Source: an optimization exercise on an open RTL-to-GDS flow (aim: small area). Production flows keep margins and buffers that such runs may drop. In this exercise RTL edits were held to simulation tests only and were not proved equivalent to the original. No activity file was given, so power comes from the tool's default toggle rates.

## design/flow/design.v

```verilog
`timescale 1ns / 1ps
module uart (
    input clk,
    input reset,
    input start,
    input [7:0] tx_data,
    output tx,
    output tx_done,
    input rx,
    output [7:0] rx_data,
    output rx_done
);
    wire w_br_tick;
    baudrate_generator U_BAUDRATE_GEN (
        .clk(clk),
        .reset(reset),
        .br_tick(w_br_tick)
    );
    transmitter U_Trnasmitter (
        .clk(clk),
        .reset(reset),
        .br_tick(w_br_tick),
        .start(start),
        .tx_data(tx_data),
        .tx(tx),
        .tx_done(tx_done)
    );
    receiver U_Receiver (
        .clk(clk),
        .reset(reset),
        .br_tick(w_br_tick),
        .rx(rx),
        .rx_data(rx_data),
        .rx_done(rx_done)
    );
endmodule
module baudrate_generator (
    input  clk,
    input  reset,
    output br_tick
);
    reg [$clog2(100_000_000 / 9600 / 16) - 1:0] counter_reg, counter_next;
    reg tick_reg, tick_next;
    assign br_tick = tick_reg;
    always @(posedge clk, posedge reset) begin
        if (reset) begin
            counter_reg <= 0;
            tick_reg <= 1'b0;
        end else begin
            counter_reg <= counter_next;
            tick_reg <= tick_next;
        end
    end
    always @(*) begin
        counter_next = counter_reg;
            if(counter_reg == 100_000_000 / 9600 / 16 - 1) begin  
            counter_next = 0;
            tick_next = 1'b1;
        end else begin
            counter_next = counter_reg + 1;
            tick_next = 1'b0;
        end
    end
endmodule
module transmitter (
    input clk,
    input reset,
    input br_tick,
    input start,
    input [7:0] tx_data,
    output tx,
    output tx_done
);
    localparam IDLE = 0, START = 1, DATA = 2, STOP = 3;
    reg [1:0] state, state_next;
    reg tx_reg, tx_next;
    reg [7:0] data_tmp_reg, data_tmp_next;
    reg [3:0] br_cnt_reg, br_cnt_next;
    reg [2:0] data_bit_cnt_reg, data_bit_cnt_next;
    assign tx = tx_reg;
    assign tx_done = (state == STOP) && br_tick && (br_cnt_reg == 15);
    always @(posedge clk, posedge reset) begin
        if (reset) begin
            state            <= IDLE;
            tx_reg           <= 1'b1;
            br_cnt_reg       <= 0;
            data_bit_cnt_reg <= 0;
            data_tmp_reg     <= 0;
        end else begin
            state            <= state_next;
            tx_reg           <= tx_next;
            br_cnt_reg       <= br_cnt_next;
            data_bit_cnt_reg <= data_bit_cnt_next;
            data_tmp_reg     <= data_tmp_next;
        end
    end
    always @(*) begin
        state_next        = state;
        data_tmp_next     = data_tmp_reg;
        tx_next           = tx_reg;
        br_cnt_next       = br_cnt_reg;
        data_bit_cnt_next = data_bit_cnt_reg;
        case (state)
            IDLE: begin
                tx_next      = 1'b1;
                if (start) begin
                    state_next        = START;
                    data_tmp_next     = tx_data;
                    br_cnt_next       = 0;
                    data_bit_cnt_next = 0;
                end
            end
            START: begin
                tx_next = 1'b0;
                if (br_tick) begin
                    if (br_cnt_reg == 15) begin
                        state_next  = DATA;
                        br_cnt_next = 0;
                    end else begin
                        br_cnt_next = br_cnt_reg + 1;
                    end
                end
            end
            DATA: begin
                tx_next = data_tmp_reg[0];
                if (br_tick) begin
                    if (br_cnt_reg == 15) begin
                        if (data_bit_cnt_reg == 7) begin
                            state_next  = STOP;
                            br_cnt_next = 0;
                        end else begin
                            data_bit_cnt_next = data_bit_cnt_reg + 1;
                            data_tmp_next = {
                                1'b0, data_tmp_reg[7:1]
                            };   
                            br_cnt_next = 0;
                        end
                    end else begin
                        br_cnt_next = br_cnt_reg + 1;
                    end
                end
            end
            STOP: begin
                tx_next = 1'b1;
                if (br_tick) begin
                    if (br_cnt_reg == 15) begin 
                        state_next   = IDLE;
                    end else begin
                        br_cnt_next = br_cnt_reg + 1;
                    end
                end
            end
        endcase
    end
endmodule
module receiver (
    input clk,
    input reset,
    input br_tick,
    input rx,
    output [7:0] rx_data,
    output rx_done
);
    localparam IDLE = 0, START = 1, DATA = 2, STOP = 3;
    reg [1:0] state, state_next;
    reg [7:0] rx_data_reg, rx_data_next;
    reg rx_done_reg, rx_done_next;
    reg [3:0] br_cnt_reg, br_cnt_next; 
    reg [2:0] data_bit_cnt_reg, data_bit_cnt_next;
    assign rx_data = rx_data_reg;
    assign rx_done = rx_done_reg;
    always @(posedge clk, posedge reset) begin
        if (reset) begin
            state            <= IDLE;
            rx_data_reg      <= 0;
            rx_done_reg      <= 1'b0;
            br_cnt_reg       <= 0;
            data_bit_cnt_reg <= 0;
        end else begin
            state            <= state_next;
            rx_data_reg      <= rx_data_next;
            rx_done_reg      <= rx_done_next;
            br_cnt_reg       <= br_cnt_next;
            data_bit_cnt_reg <= data_bit_cnt_next;
        end
    end
    always @(*) begin
        state_next        = state;
        br_cnt_next       = br_cnt_reg;
        data_bit_cnt_next = data_bit_cnt_reg;
        rx_data_next      = rx_data_reg;
        rx_done_next      = rx_done_reg;
        case (state)
            IDLE: begin
                rx_done_next = 1'b0;
                if (rx == 1'b0) begin
                    br_cnt_next       = 0;
                    data_bit_cnt_next = 0;
                    rx_data_next      = 0;
                    state_next        = START;
                end
            end
            START: begin
                if (br_tick) begin
                    if (br_cnt_reg == 7) begin
                        br_cnt_next = 0;
                        state_next  = DATA;
                    end else begin
                        br_cnt_next = br_cnt_reg + 1;
                    end
                end
            end
            DATA: begin
                if (br_tick) begin
                    if (br_cnt_reg == 15) begin
                        br_cnt_next  = 0;
                        rx_data_next = {rx, rx_data_reg[7:1]};   
                        if (data_bit_cnt_reg == 7) begin
                            state_next  = STOP;
                            br_cnt_next = 0;
                        end else begin
                            data_bit_cnt_next = data_bit_cnt_reg + 1;
                        end
                    end else begin
                        br_cnt_next = br_cnt_reg + 1;
                    end
                end
            end
            STOP: begin
                if (br_tick) begin
                    if (br_cnt_reg == 15) begin
                        br_cnt_next  = 0;
                        rx_done_next = 1'b1;
                        state_next   = IDLE;
                    end else begin
                        br_cnt_next = br_cnt_reg + 1;
                    end
                end
            end
        endcase
    end
endmodule
`timescale 1ns / 1ps
module fifo #(
    parameter ADDR_WIDTH = 3,
    DATA_WIDTH = 8
) (
    input clk,
    input reset,
    input                   wr_en,
    output                  full,
    input  [DATA_WIDTH-1:0] wdata,
    input                   rd_en,
    output                  empty,
    output [DATA_WIDTH-1:0] rdata
);
    wire [ADDR_WIDTH-1:0] w_waddr, w_raddr;
    register_file #(
        .ADDR_WIDTH(ADDR_WIDTH),
        .DATA_WIDTH (DATA_WIDTH)   
    ) U_RegFile (
        .clk  (clk),
        .reset(reset),
        .wr_en(wr_en & ~full),
        .waddr(w_waddr),
        .wdata(wdata),
        .raddr(w_raddr),
        .rdata(rdata)
    );
    fifo_control_unit #(
        .ADDR_WIDTH(ADDR_WIDTH)
    ) U_FIFO_CU (
        .clk  (clk),
        .reset(reset),
        .wr_en(wr_en),
        .full (full),
        .waddr(w_waddr),
        .rd_en(rd_en),
        .empty(empty),
        .raddr(w_raddr)
    );
endmodule
module register_file #(
    parameter ADDR_WIDTH = 3,
    DATA_WIDTH = 8
) (
    input                  clk,
    input                  reset,
    input                  wr_en,
    input [ADDR_WIDTH-1:0] waddr,
    input [DATA_WIDTH-1:0] wdata,
    input [ADDR_WIDTH-1:0] raddr,
    output [DATA_WIDTH-1:0] rdata
);
    reg [DATA_WIDTH-1:0] mem[0:2**ADDR_WIDTH-1];
    integer i;
    always @(posedge clk, posedge reset) begin
        if (reset) begin
            for (i = 0; i < 2**ADDR_WIDTH; i = i + 1) mem[i] <= 0;
        end else begin
            if (wr_en) mem[waddr] <= wdata;
        end
    end
    assign rdata = mem[raddr];
endmodule
module fifo_control_unit #(
    parameter ADDR_WIDTH = 3
) (
    input clk,
    input reset,
    input                   wr_en,
    output                  full,
    output [ADDR_WIDTH-1:0] waddr,
    input rd_en,
    output empty,
    output [ADDR_WIDTH-1:0] raddr
);
    reg [ADDR_WIDTH-1:0] wr_ptr_reg, wr_ptr_next;
    reg [ADDR_WIDTH-1:0] rd_ptr_reg, rd_ptr_next;
    reg full_reg, full_next, empty_reg, empty_next;
    assign waddr = wr_ptr_reg;
    assign raddr = rd_ptr_reg;
    assign full  = full_reg;
    assign empty = empty_reg;
    always @(posedge clk, posedge reset) begin
        if (reset) begin
            wr_ptr_reg <= 0;
            rd_ptr_reg <= 0;
            full_reg   <= 1'b0;
            empty_reg  <= 1'b1;
        end else begin
            wr_ptr_reg <= wr_ptr_next;
            rd_ptr_reg <= rd_ptr_next;
            full_reg   <= full_next;
            empty_reg  <= empty_next;
        end
    end
    always @(*) begin
        wr_ptr_next = wr_ptr_reg;
        rd_ptr_next = rd_ptr_reg;
        full_next   = full_reg;
        empty_next  = empty_reg;
        case ({
            wr_en, rd_en
        })
            2'b01: begin   
                if (!empty_reg) begin
                    full_next   = 1'b0;
                    rd_ptr_next = rd_ptr_reg + 1;
                    if (rd_ptr_next == wr_ptr_reg) begin
                        empty_next = 1'b1;
                    end
                end
            end
            2'b10: begin   
                if (!full_reg) begin
                    empty_next  = 1'b0;
                    wr_ptr_next = wr_ptr_reg + 1;
                    if (wr_ptr_next == rd_ptr_reg) begin
                        full_next = 1'b1;
                    end
                end
            end
            2'b11: begin   
                if (empty_reg) begin   
                    empty_next  = 1'b0;
                    wr_ptr_next = wr_ptr_reg + 1;
                end else if (full_reg) begin   
                    full_next   = 1'b0;
                    rd_ptr_next = rd_ptr_reg + 1;
                end else begin   
                    wr_ptr_next = wr_ptr_reg + 1;
                    rd_ptr_next = rd_ptr_reg + 1;
                end
            end
        endcase
    end
endmodule
`timescale 1ns / 1ps
module uart_fifo (
    input clk,
    input reset,
    output tx,
    input tx_en,
    input [7:0] tx_data,
    output tx_full,
    input rx,
    input rx_en,
    output [7:0] rx_data,
    output rx_empty
);
    wire w_tx_fifo_empty, w_tx_done, w_rx_done;
    wire [7:0] w_tx_fifo_rdata, w_rx_data;
    uart U_UART (
        .clk(clk),
        .reset(reset),
        .tx(tx),
        .start(~w_tx_fifo_empty),
        .tx_data(w_tx_fifo_rdata),
        .tx_done(w_tx_done),
        .rx(rx),
        .rx_data(w_rx_data),
        .rx_done(w_rx_done)
    );
    fifo #(
        .ADDR_WIDTH(3),
        .DATA_WIDTH(8)
    ) U_Rx_Fifo (
        .clk  (clk),
        .reset(reset),
        .wr_en(w_rx_done),
        .full (),
        .wdata(w_rx_data),
        .rd_en (rx_en),
        .empty(rx_empty),
        .rdata(rx_data)
    );
    fifo #(
        .ADDR_WIDTH(3),
        .DATA_WIDTH(8)
    ) U_Tx_Fifo (
        .clk  (clk),
        .reset(reset),
        .wr_en(tx_en),
        .full (tx_full),
        .wdata(tx_data),
        .rd_en (w_tx_done),
        .empty(w_tx_fifo_empty),
        .rdata(w_tx_fifo_rdata)
    );
endmodule
```

## design/flow/run.sh

```bash
#!/bin/bash
# synth_recipe.tcl (not shown) runs the flow's synth.tcl, then flattens the netlist and writes it again
# the make line also repeats each setting of config.mk as NAME=value (left out here)
make -C /OpenROAD-flow-scripts/flow DESIGN_CONFIG=/design/flow/config.mk WORK_HOME=/design/flow/orfs CLKGATE_MAP_FILE= SYNTH_SCRIPT=/design/flow/synth_recipe.tcl finish
```

## design/flow/config.mk

```make
export PLATFORM = sky130hd
export DESIGN_NAME = uart_fifo
export DESIGN_NICKNAME = uart_fifo
export VERILOG_FILES = /design/flow/design.v
export SDC_FILE = /design/flow/constraint.sdc
export NUM_CORES = 4
export LEC_CHECK = 0
export CAP_MARGIN = 20
export CORE_MARGIN = 2
export CORE_UTILIZATION = 40
export PLACE_DENSITY = 0.6
export SLEW_MARGIN = 20
```

## design/flow/constraint.sdc

```tcl
create_clock -name core_clock -period 10.0 [get_ports {clk}]
set_input_delay 2.0000 -clock core_clock [delete_from_list [all_inputs] [get_ports {clk}]]
set_output_delay 2.0000 -clock core_clock [all_outputs]
set_load 0.01 [all_outputs]
```

==> results.ini <==
[job]
drv_cap=0

[clock_network]
clock-sinks=191
cts_buffers=17
cts_max_level=4
cts_tree=built
worstSkewPairLatency_ps=440
cts_buffer_depth=2
cts_resized=0
root_buffer=clkbuf_16
clk_pin_slew_worst_paths_ps=80
ctsHoldBuffers=0
post-cts-setup-buffers=0

[sta]
slew_viol_final=0
finalSetupViolations=0
rsz0062_at_grt=no
fin_ws_ps=4820
finalCriticalPeriod_ps=5180
final_hold_viol_count=0
fin_setup_tns_ps=0
fin_crit_sh_pct=51.8
clock-skew-final_ps=14.9
slew_headroom_pct=36.4
tightest_slew_ps=954
max_freq_ghz=0.193

[yosys]
synthFlopType=dfrtp_1
synth_top_area_cell=dfrtp_1
synth_cells=736
ys_seq_elements=191
netlist_area_mm2=0.00926
ys_seq_area_share_pct=51.7
async_flop_share_pct=100
synth_area_leaders=dfrtp_1 51%, mux2_2 18%, ha_1 5.8%
syn_avg_cell_area_um2=12.6
syn_nets=792
synth_cell_type_count=65
synth_top_cell_area_share_pct=50.8
synth_edf_count=0
synth_warnings=6

[route]
drt_first_pass_iters=5
wirelength_um=19000
routedWlPerCell_um=18.2
via_per_inst=5.51
ant_nets=0
drc=0
num_vias=5755
dr.first_iter.drc_count=386

[power_and_ir_drop]
p_clk_share_pct=37.1
swShare_pct=31.6
p_per_area_mw_per_mm2=184
intPower_mw=1.30
p_switching_uw=602
power.leakage_nw=4.86
peakVddDrop_mv=0.123
p_seq_share_pct=43.1
power_frac_comb_pct=19.9

[die]
die_area_mm2=0.0244
initial_utilization_pct=40.8
num_rows=55
core_area_mm2=0.0227
die_h_um=156
io_pins=24
die_w_um=156

[placement]
hpwl_um=13100
portBuffers=23
place.gp.congestion=0.816
pre_cts_slack_ps=5300

[critical_path]
r2r_setup_slack_ps=7600
required_ps=8000
startpoint=U_Rx_Fifo.U_FIFO_CU.rd_ptr_reg[2]
end_kind=primary output
critical_path_class=reg2out
reg2reg_from=U_Tx_Fifo.U_FIFO_CU.rd_ptr_reg[1]
arrival_ps=3180
crit_path_end=rx_data[6]
ff2ff_path_depth=6
path_max_fanout=19
reg2reg_to=U_UART.U_Trnasmitter.data_tmp_reg[4]
setup.worst_path.start_class=register

[final_layout]
area_growth_pct=11.5
final_layout_size_suffix_gt1_share_pct=27.0
fill_cells=2033
diodes=0
num-nets-final=802

[global_routing]
grt_first_pass_wirelength_um=31700
grt_usage_pct=16.6
antenna_found_initial=0
grt_max_degree=108
grt_pass1_vias=6066
grt_overflow_total=0

[worst_hold_path]
hold_depth=2
hold_path.class=reg2reg

[run_status]
status=no timing/DRC/antenna violations

[layer usage]
| metal | global-route usage, % | vias to the layer above | share of wire (%) |
|---|---|---|---|
| li1 | - | 2727 | - |
| met5 | 0 | - | 0 |
| met1 | 21.0 | 2917 | 46 |
| met3 | 3.56 | 25 | 2.8 |
| met2 | 28.7 | 86 | 50 |
| met4 | 4.46 | 0 | 1.6 |
[final cells by class]
class | count | area (µm²) | area share (%)
clock inverter | 15 | 211 | 2.05
inverter | 28 | 110 | 1.07
clock buffer | 17 | 425 | 4.12
timing repair buffer | 25 | 249 | 2.41
multi-input combinational | 483 | 4190 | 40.6
sequential | 191 | 4780 | 46.3
tap | 285 | 357 | 3.45
[synthesized netlist by cell type, types with 12 or more instances]
library cell,count
ha_1,43
nand2_1,48
dfrtp_1,188
mux2_2,149
buf_2,14
nor2_1,23
xnor2_1,17
o21ai_0,26
nand3_1,18
inv_1,27
a222oi_1,13
a22oi_1,12
[power groups by stage]
stage	clock [mW]	combinational (mW)	sequential (mW)
floorplan	0	0.263	0.822
global placement	0	0.365	0.832
CTS	0.722	0.378	0.820
global route	0.754	0.421	0.824
detailed placement	0	0.377	0.835
finish	0.706	0.378	0.820
[critical path, stage by stage (launching register included)]
cell             delay (ps)
dfrtp_1                 740
inv_1                   270
ha_1                    380
nor4_1                  290
nand2b_2                240
mux2_2                  290
clkdlybuf4s50_1         520
[cells by family after synthesis]
logic type	share of synthesized area, %
and+or+nand+nor	8.63
buffers and inverters	3.11
DFF	51.7
muxes	18.6
AOI/OAI and AO/OA	10.1
adders and majority gates	5.81
xor gates and xnor gates	2.18
[cells in the final DEF, fill, tap and decap left out, drive strengths merged, types with 3 or more instances in the layout]
| master | netlist | final |
|---|---|---|
| and3 | 9 | 9 |
| a41oi | 6 | 6 |
| xnor2 | 17 | 17 |
| nor2 | 24 | 24 |
| a31oi | 9 | 9 |
| dfrtp | 188 | 188 |
| clkbuf | 7 | 17 |
| nand4 | 7 | 7 |
| nor3b | 6 | 6 |
| and4 | 3 | 3 |
| a221oi | 7 | 7 |
| and2 | 3 | 3 |
| a222oi | 13 | 13 |
| a221o | 7 | 7 |
| mux2i | 4 | 4 |
| clkdlybuf4s50 | 0 | 23 |
| nand3 | 18 | 18 |
| nor3 | 8 | 8 |
| mux2 | 149 | 149 |
| a22o | 5 | 5 |
| xor2 | 6 | 6 |
| nand2 | 49 | 49 |
| inv | 28 | 32 |
| o21ai | 32 | 32 |
| o211ai | 4 | 4 |
| ha | 43 | 43 |
| a22oi | 12 | 12 |
| clkinv | 0 | 11 |
| nor4b | 3 | 3 |
| a21oi | 9 | 9 |
| dfstp | 3 | 3 |
[per-stage QoR]
stage / hold WS [ps] / power [mW] / util [%] / std cells / instance area [µm²]
detailed placement: 468 / 1.21 / 42.6 / 1011 / 9680
finish: 476 / 1.90 / 45.5 / 1044 / 10300
global route: 508 / 2.00 / 45.5 / 1044 / 10300
global placement: 457 / 1.20 / 42.6 / 1011 / 9680
floorplan: 440 / 1.09 / - / 736 / 9260
CTS: 484 / 1.92 / 45.4 / 1043 / 10300
[worst min-delay path by stage]
stage                                           end                            startpoint  slack (ps)
6_report       U_UART.U_Trnasmitter.data_tmp_reg[7]  U_UART.U_Trnasmitter.data_tmp_reg[7]         480
5_1_grt        U_UART.U_Trnasmitter.data_tmp_reg[7]  U_UART.U_Trnasmitter.data_tmp_reg[7]         510
4_1_cts        U_UART.U_Trnasmitter.data_tmp_reg[7]  U_UART.U_Trnasmitter.data_tmp_reg[7]         480
3_5_place_dp   U_UART.U_Trnasmitter.data_tmp_reg[7]  U_UART.U_Trnasmitter.data_tmp_reg[7]         470
3_3_place_gp   U_UART.U_Trnasmitter.data_tmp_reg[7]  U_UART.U_Trnasmitter.data_tmp_reg[7]         460
2_1_floorplan  U_UART.U_Trnasmitter.data_tmp_reg[7]  U_UART.U_Trnasmitter.data_tmp_reg[7]         440

[re-timing with driven ports]
In the flow no input, the clock included, has a driving cell. The finished layout below was timed again as built, in two steps. Step 1, drivers: a clkbuf_16 drives clk and a buf_2 each remaining input, both assumed. Step 2 also shifts input and output timing later by t, the mid clock arrival at the registers, as if the neighbouring blocks saw the same clock. Three values: ideal, step 1, step 2; two values: the first two.
t, ns: 0.479
setup WS [ns]: 4.824 / 4.781 / 5.260
worst hold slack (ns): 0.476 / 0.476 / 0.476
worst setup path after step 2: register to output
pins driven straight from the clock port: 1
After both steps this run still meets setup and hold. For this run, drivers alone change the setup slack by -0.043 ns; drivers and shift together by +0.436 ns.
